This design comes from an exercise in tuning for small area and a short achievable clock period on the open sky130 flow, not from production work. At most, simulation tests tie the RTL to the original design; equivalence was not proved.

Setup of north:
==> module cordic_iter, before the edit <==
module cordic_iter (w, v, n, q, z, wo, vo, zo, wf, vf);
  parameter J = 0;
  parameter WI = 14;
  parameter WO = 14;
  parameter A = 0;
  parameter LAST = 0;
  input  [15:0]   w;
  input  [15:0]   v;
  input           n;
  input           q;
  input  [WI-1:0] z;
  output [15:0]   wo;
  output [15:0]   vo;
  output [WO-1:0] zo;
  output [1:0]    wf;        
  output [1:0]    vf;        
  localparam L = 16 - J;
  function [17:0] step;
    input [15:0] a;
    input [15:0] b;
    input        inv;
    input        cin;
    input        flip;
    reg   [L-1:0] bb, p, g, gg, pp, gn, pn;
    reg   [L:0]   c;
    reg           s, inc, dec, ones, zeros, o_hi, z_hi, o_up, z_up, ro, rz;
    integer i, d;
    begin
      bb = b[15:J] ^ {L{inv}};
      p  = a[L-1:0] ^ bb;
      g  = a[L-1:0] & bb;
      gg = g;
      pp = p;
      for (d = 1; d < L; d = d * 2) begin
        gn = gg; pn = pp;
        for (i = d; i < L; i = i + 1) begin
          gn[i] = gg[i] | (pp[i] & gg[i-d]);
          pn[i] = pp[i] & pp[i-d];
        end
        gg = gn; pp = pn;
      end
      c = {gg | (pp & {L{cin}}), cin};
      step[L-1:0] = p ^ c[L-1:0] ^ {L{flip}};
      s   = b[15] ^ inv;
      inc = c[L] & ~s;
      dec = ~c[L] & s;
      ones = 1'b1; zeros = 1'b1;
      for (i = L; i < 16; i = i + 1) begin
        step[i] = a[i] ^ flip ^ (inc & ones) ^ (dec & zeros);
        ones  = ones & a[i];
        zeros = zeros & ~a[i];
      end
      o_hi = 1'b1; z_hi = 1'b1;
      for (i = L + 1; i < 15; i = i + 1) begin
        o_hi = o_hi & a[i];
        z_hi = z_hi & ~a[i];
      end
      o_up = o_hi & a[L];
      z_up = z_hi & ~a[L];
      ro = (~inc & ~dec & o_up) | (inc & o_hi & ~a[L]) | (dec & z_up);
      rz = (~inc & ~dec & z_up) | (inc & o_up) | (dec & z_hi & a[L]);
      step[17] = flip ? rz : ro;
      step[16] = flip ? ro : rz;
    end
  endfunction
  wire nn = z[WI-1];
  wire [17:0] ws_, vs_;
  assign ws_ = step(w, v, 1'b1, ~n ^ q, 1'b0);
  assign vs_ = step(v, w, 1'b0, q, LAST ? n : n ^ nn);
  assign wo  = ws_[15:0];
  assign vo  = vs_[15:0];
  assign wf  = LAST ? ws_[17:16] : 2'b00;
  assign vf  = LAST ? vs_[17:16] : 2'b00;
  wire [WI-1:0] k = A;
  wire [WI-1:0] s = z + (nn ? k : -k);
  assign zo = s[WO-1:0];
endmodule
clock: 3.65 ns
lec_check: 0
cap_margin: 20
core_margin: 2
core_utilization: 40
setup_slack_margin: 1.0
slew_margin: 20
synth_hierarchical: 1
synth_minimum_keep_size: 0
run.sh (not shown) runs the stock make flow with config.mk's settings and CLKGATE_MAP_FILE= SYNTH_SCRIPT=/design/flow/synth_recipe.tcl, a recipe that flattens the netlist after the stock synthesis.
For south, these inputs were changed with respect to north:
--- a/flow/design.v
+++ b/flow/design.v
@@ -209,9 +209,9 @@
       inc = c[L] & ~s;
       dec = ~c[L] & s;
       ones = 1'b1; zeros = 1'b1;
       for (i = L; i < 16; i = i + 1) begin
-        step[i] = a[i] ^ flip ^ (inc & ones) ^ (dec & zeros);
+        step[i] = a[i] ^ flip ^ (c[L] ? ~s & ones : s & zeros);
         ones  = ones & a[i];
         zeros = zeros & ~a[i];
       end
       o_hi = 1'b1; z_hi = 1'b1;
==> comparison <==
Measured against each other, south and north differ in final critical-path setup slack, the lower figure coming from north. Diff north -> south: number of tapcells increased by 11 relative to the old numbers, cell area reported after detailed placement increased by 260 sq um relative to the old numbers, cell count after placement increased by 0.93% relative to the old numbers, buffer share of cell area decreased by 0.24 points relative to the old numbers. Per the comparison of south with north, non-clock buffer count -17, data arrival time at the worst-slack endpoint -0.06 ns, number of instances resized during post-cts repair -4, critical path data required time ~0 delta, share of the cycle needed by the critical path after routing -1.2 points. | final hold slack | south vs north | ≈ equal |. south vs. north: register-to-register slack rose by 0.04 ns; die area rose by 780 sq um.
No functional check of the RTL was part of south.

-- port drivers added, routing unchanged --
How much do the figures lean on ideal ports? The routed layouts below were timed once more, with nothing changed but the port constraints. Step 1: set_driving_cell puts a clkbuf_16 on clk and a buf_2 on each other input, an assumption about the parent block. Step 2 times the ports against the registers' clock, not the clock port: input delays grow and output delays shrink by t, the midpoint of the rising clock arrivals with the driver on. a / b / c = no drivers / after step 1 / after step 2; a / b = the first two.
run	t (ns)	setup slack, ns	hold WS [ns]	worst setup path after step 2	worst register clock-pin slew, ns
north	0.691	0.974 / 0.974 / 0.974	0.325 / 0.325 / 0.325	register to register	0.06 / 0.06
south	0.684	1.019 / 1.019 / 1.019	0.323 / 0.323 / 0.323	register to register	0.06 / 0.06
After both steps setup and hold are still met in every run listed.
